This design comes from an exercise in tuning for small area, a short achievable clock period and few clock cycles on the open sky130 flow, not from production work. The RTL was checked by simulation tests, not by an equivalence proof against the original design. Power and IR drop assume default switching activity.

==> inputs of exp/indigo <==
## sisc
module sisc (clk, rst_f, imem_addr, imem_data, wb_en, wb_reg, wb_data, halted);
==> module alu, before the edit <==
module alu (a, b, sub, fn, res, flags);
  input  [31:0] a, b;
  input         sub;      
  input  [3:0]  fn;
  output [31:0] res;
  output [3:0]  flags;    
  wire [31:0] bx  = b ^ {32{sub}};
  wire [32:0] s33 = {1'b0, a} + {1'b0, bx} + {32'h0, sub};
  wire [31:0] sum = s33[31:0];
  wire        c   = s33[32] ^ sub;            
  wire        v   = (a[31] == bx[31]) && (sum[31] != a[31]);
  assign flags = {c, v, sum[31], ~|sum};
  reg [31:0] lg;
  always @(*)
    case (fn[1:0])
      2'b00: lg = ~a;
      2'b01: lg = a | b;
      2'b10: lg = a & b;
      default: lg = a ^ b;
    endcase
  wire        left = fn[0];                   
  wire [4:0]  k    = b[4:0];
  wire [4:0]  amt  = left ? (5'd0 - k) : k;
  wire [31:0] r0   = amt[0] ? {a[0],     a[31:1]}  : a;
  wire [31:0] r1   = amt[1] ? {r0[1:0],  r0[31:2]} : r0;
  wire [31:0] r2   = amt[2] ? {r1[3:0],  r1[31:4]} : r1;
  wire [31:0] r3   = amt[3] ? {r2[7:0],  r2[31:8]} : r2;
  wire [31:0] rot  = amt[4] ? {r3[15:0], r3[31:16]} : r3;
  wire [31:0] mr   = 32'hFFFFFFFF >> k;
  wire [31:0] ml   = 32'hFFFFFFFF << k;
  wire        big  = |b[31:5];
  reg  [31:0] sh;
  always @(*)
    case (fn[1:0])
      2'b10: sh = big ? 32'h0 : (rot & mr);
      2'b11: sh = big ? 32'h0 : (rot & ml);
      default: sh = rot;
    endcase
  reg [31:0] r;
  always @(*)
      case (fn[3:2])
        2'b00: r = sum;
        2'b01: r = lg;
        2'b10: r = sh;
        default: r = 32'h0;
      endcase
  assign res = r;
endmodule
==> module rf, before the edit <==
module rf (clk, ra, rb, wa, wd, we, da, db);
  input         clk;
  input  [3:0]  ra, rb, wa;
  input  [31:0] wd;
  input         we;
  output [31:0] da, db;
  reg [31:0] r [1:15];
  always @(posedge clk)
    if (we && wa != 4'd0)
      r[wa] <= wd;
  assign da = (ra == 4'd0) ? 32'h0 : r[ra];
  assign db = (rb == 4'd0) ? 32'h0 : r[rb];
endmodule
==> module sisc, before the edit <==
module sisc (clk, rst_f, imem_addr, imem_data, wb_en, wb_reg, wb_data, halted);
  input         clk, rst_f;
  output [15:0] imem_addr;
  input  [31:0] imem_data;
  output        wb_en;
  output [3:0]  wb_reg;
  output [31:0] wb_data;
  output        halted;
  reg  [15:0] pc;         
  reg         stop;       
  reg         halted;
  reg  [3:0]  stat;
  reg         x_alu, x_setst, x_sub, x_fwa, x_fwb;
  reg  [3:0]  x_rd, x_fn;
  reg  [31:0] x_a, x_b;
  reg         wb_en;
  reg  [3:0]  wb_reg;
  reg  [31:0] wb_data;
  assign imem_addr = pc;
  wire [31:0] ins  = imem_data;
  wire [3:0]  op   = ins[31:28];
  wire [3:0]  mm   = ins[27:24];
  wire [3:0]  rd   = ins[23:20];
  wire [3:0]  rs   = ins[19:16];
  wire [3:0]  rt   = ins[15:12];
  wire [15:0] imm  = ins[15:0];
  wire [3:0]  fn   = ins[3:0];
  wire f_alu  = ~stop & (op == 4'd8);
  wire f_addi = (mm == 4'd8);
  wire f_br   = ~stop & (op[3:2] == 2'b01);
  wire f_hlt  = ~stop & (op == 4'd15);
  wire [31:0] a = x_fwa ? wb_data : x_a;
  wire [31:0] b = x_fwb ? wb_data : x_b;
  wire [31:0] res;
  wire [3:0]  flags;
  alu u_alu (.a(a), .b(b), .sub(x_sub), .fn(x_fn), .res(res), .flags(flags));
  wire [3:0] stat_now = x_setst ? flags : stat;
  wire        cond   = |(mm & stat_now);
  wire        taken  = f_br & (cond ^ op[1]);
  wire [15:0] pc1    = pc + 16'd1;
  wire [15:0] target = op[0] ? (pc1 + imm) : imm;
  wire [31:0] ra, rb;
  rf u_rf (.clk(clk), .ra(rs), .rb(rt), .wa(x_rd), .wd(res), .we(x_alu),
           .da(ra), .db(rb));
  always @(posedge clk, negedge rst_f)
    if (!rst_f) begin
      pc     <= 16'h0;
      stop   <= 1'b0;
      halted <= 1'b0;
      x_alu  <= 1'b0;
      wb_en  <= 1'b0;
    end else begin
      if (!stop)
        pc <= taken ? target : pc1;
      stop   <= stop | f_hlt;
      halted <= stop;
      x_alu  <= f_alu;
      wb_en  <= x_alu;
    end
  always @(posedge clk) begin
    stat    <= stat_now;
    x_setst <= f_alu & (f_addi | fn == 4'd1 | fn == 4'd2);
    x_sub   <= ~f_addi & (fn == 4'd2);
    x_fn    <= f_addi ? 4'd0 : fn;
    x_rd    <= rd;
    x_fwa   <= x_alu & (x_rd != 4'd0) & (rs == x_rd);
    x_fwb   <= x_alu & (x_rd != 4'd0) & (rt == x_rd) & ~f_addi;
    x_a     <= ra;
    x_b     <= f_addi ? {{16{imm[15]}}, imm} : rb;
    wb_reg  <= x_rd;
    wb_data <= res;
  end
endmodule
==> flow/config.mk <==
export PLATFORM = sky130hd
export DESIGN_NAME = sisc
export DESIGN_NICKNAME = sisc
export VERILOG_FILES = /design/flow/design.v
export SDC_FILE = /design/flow/constraint.sdc
export NUM_CORES = 4
export LEC_CHECK = 0
export CAP_MARGIN = 20
export CORE_MARGIN = 2
export CORE_UTILIZATION = 40
export SLEW_MARGIN = 20
==> flow/constraint.sdc <==
create_clock -name core_clock -period 12.0 [get_ports {clk}]
set_input_delay 2.4000 -clock core_clock [delete_from_list [all_inputs] [get_ports {clk}]]
set_output_delay 2.4000 -clock core_clock [all_outputs]
set_load 0.01 [all_outputs]
run.sh (not shown) runs the stock make flow with config.mk's settings and CLKGATE_MAP_FILE= SYNTH_SCRIPT=/design/flow/synth_recipe.tcl, a recipe that flattens the netlist after the stock synthesis.
==> exp/amber: changes against exp/indigo <==
--- a/flow/design.v
+++ b/flow/design.v
@@ -9,7 +9,9 @@
   wire [31:0] sum = s33[31:0];
   wire        c   = s33[32] ^ sub;            
   wire        v   = (a[31] == bx[31]) && (sum[31] != a[31]);
-  assign flags = {c, v, sum[31], ~|sum};
+  wire [31:0] cz = {a[30:0] | bx[30:0], sub};
+  wire        z  = &(~(a ^ bx ^ cz));
+  assign flags = {c, v, sum[31], z};
   reg [31:0] lg;
   always @(*)
     case (fn[1:0])
@@ -56,8 +58,18 @@
   always @(posedge clk)
     if (we && wa != 4'd0)
       r[wa] <= wd;
-  assign da = (ra == 4'd0) ? 32'h0 : r[ra];
-  assign db = (rb == 4'd0) ? 32'h0 : r[rb];
+  reg [31:0] oa, ob;
+  integer i;
+  always @(*) begin
+    oa = 32'h0;
+    ob = 32'h0;
+    for (i = 1; i < 16; i = i + 1) begin
+      oa = oa | (r[i] & {32{ra == i}});
+      ob = ob | (r[i] & {32{rb == i}});
+    end
+  end
+  assign da = oa;
+  assign db = ob;
 endmodule
 module sisc (clk, rst_f, imem_addr, imem_data, wb_en, wb_reg, wb_data, halted);
   input         clk, rst_f;
@@ -71,7 +83,7 @@
   reg         stop;       
   reg         halted;
   reg  [3:0]  stat;
-  reg         x_alu, x_setst, x_sub, x_fwa, x_fwb;
+  reg         x_alu, x_setst, x_sub;
   reg  [3:0]  x_rd, x_fn;
   reg  [31:0] x_a, x_b;
   reg         wb_en;
@@ -90,8 +102,8 @@
   wire f_addi = (mm == 4'd8);
   wire f_br   = ~stop & (op[3:2] == 2'b01);
   wire f_hlt  = ~stop & (op == 4'd15);
-  wire [31:0] a = x_fwa ? wb_data : x_a;
-  wire [31:0] b = x_fwb ? wb_data : x_b;
+  wire [31:0] a = x_a;
+  wire [31:0] b = x_b;
   wire [31:0] res;
   wire [3:0]  flags;
   alu u_alu (.a(a), .b(b), .sub(x_sub), .fn(x_fn), .res(res), .flags(flags));
@@ -100,6 +112,8 @@
   wire        taken  = f_br & (cond ^ op[1]);
   wire [15:0] pc1    = pc + 16'd1;
   wire [15:0] target = op[0] ? (pc1 + imm) : imm;
+  wire fwa = x_alu & (x_rd != 4'd0) & (rs == x_rd);
+  wire fwb = x_alu & (x_rd != 4'd0) & (rt == x_rd);
   wire [31:0] ra, rb;
   rf u_rf (.clk(clk), .ra(rs), .rb(rt), .wa(x_rd), .wd(res), .we(x_alu),
            .da(ra), .db(rb));
@@ -124,10 +138,8 @@
     x_sub   <= ~f_addi & (fn == 4'd2);
     x_fn    <= f_addi ? 4'd0 : fn;
     x_rd    <= rd;
-    x_fwa   <= x_alu & (x_rd != 4'd0) & (rs == x_rd);
-    x_fwb   <= x_alu & (x_rd != 4'd0) & (rt == x_rd) & ~f_addi;
-    x_a     <= ra;
-    x_b     <= f_addi ? {{16{imm[15]}}, imm} : rb;
+    x_a     <= fwa ? res : ra;
+    x_b     <= f_addi ? {{16{imm[15]}}, imm} : (fwb ? res : rb);
     wb_reg  <= x_rd;
     wb_data <= res;
   end
==> flow/flow/run.sh (new file) <==
#!/bin/bash
# Layout flow: the standard flow (standard synthesis, floorplan, placement,
# CTS, routing) at the design's clock period and constraints; only the
# setup-repair target of ORFS's repair_timing is raised, so that it keeps
# shortening the critical paths well below the 12 ns period.
set -euo pipefail
bash standard.sh SETUP_SLACK_MARGIN=8 finish > make_finish.log 2>&1
==> flow/standard.sh (new file) <==
#!/bin/bash
# synth_recipe.tcl (not shown) runs the flow's synth.tcl, then flattens the netlist and writes it again
# the make line also repeats each setting of config.mk as NAME=value (left out here)
make -C /OpenROAD-flow-scripts/flow DESIGN_CONFIG=/design/flow/config.mk WORK_HOME=/design/flow/orfs CLKGATE_MAP_FILE= SYNTH_SCRIPT=/design/flow/synth_recipe.tcl "${@:-finish}"
CTS_CLUSTER_DIAMETER = 100   (was default)
CTS_CLUSTER_SIZE = 25   (was default)
removed: flow/run.sh
==> notes.md <==
|  | exp/amber | exp/indigo |
|---|---|---|
| Result of the run | finished clean | finished clean |
| Relative area of clock buffers and inverters in the final design | 0.0291 | 0.0545 |
| DRC violation total after the first TritonRoute iteration | 5941 | 2918 |
| Met1 layer wirelength in the final routing | 52.0 mm | 50.1 mm |
| Seq area share | 0.435 | 0.430 |
| Layout multi-input combinational cell count | 1967 | 1943 |
| Met1 Resource Use GR | 0.412 | 0.351 |
| Switching power total | 0.00209 W | 0.00218 W |
| Cells on worst reg2reg path | 13 | 18 |
| Areal power density over the cells | 151 nW/µm² | 164 nW/µm² |
| Adder-Cell Fraction of Synth Area | 0.0548 | 0.0414 |
| Mapped Area | 33900 µm² | 35600 µm² |
| Cell count after placement | 4053 | 4010 |
| Floorplan die width | 295 µm | 302 µm |
Testbench counts of exp/indigo, summed over its fixed seeds: cycles 42,914.
Testbench counts of exp/amber, summed over its fixed seeds: cycles 42,914.

-- afterwards: timing with drivers on the ports --
Ports are ideal in the flow. The routed layouts listed here were re-timed in OpenROAD.
Step 1 (the two cells are an assumption about what drives the block):
set clk [get_ports {clk}]
set_driving_cell -lib_cell sky130_fd_sc_hd__clkbuf_16 $clk
set_driving_cell -lib_cell sky130_fd_sc_hd__buf_2 [delete_from_list [all_inputs] $clk]
Step 2, shift: input delay + t, output delay - t, t = (earliest + latest rising clock arrival at the registers) / 2. This alone moves slack from input paths to output paths.
Slacks: ideal ports / drivers / drivers and shift; pairs: ideal ports / drivers.
run | t, ns | setup slack, ns | slew at the worst register clock pin (ns)
exp/indigo | 0.687 | 5.435 / 5.435 / 5.435 | 0.07 / 0.07
exp/amber | 0.677 | 8.002 / 7.966 / 7.342 | 0.10 / 0.10
After both steps every run listed still meets setup and hold. For exp/amber, which loses most, drivers alone change the setup slack by -0.036 ns; drivers and shift together by -0.660 ns.
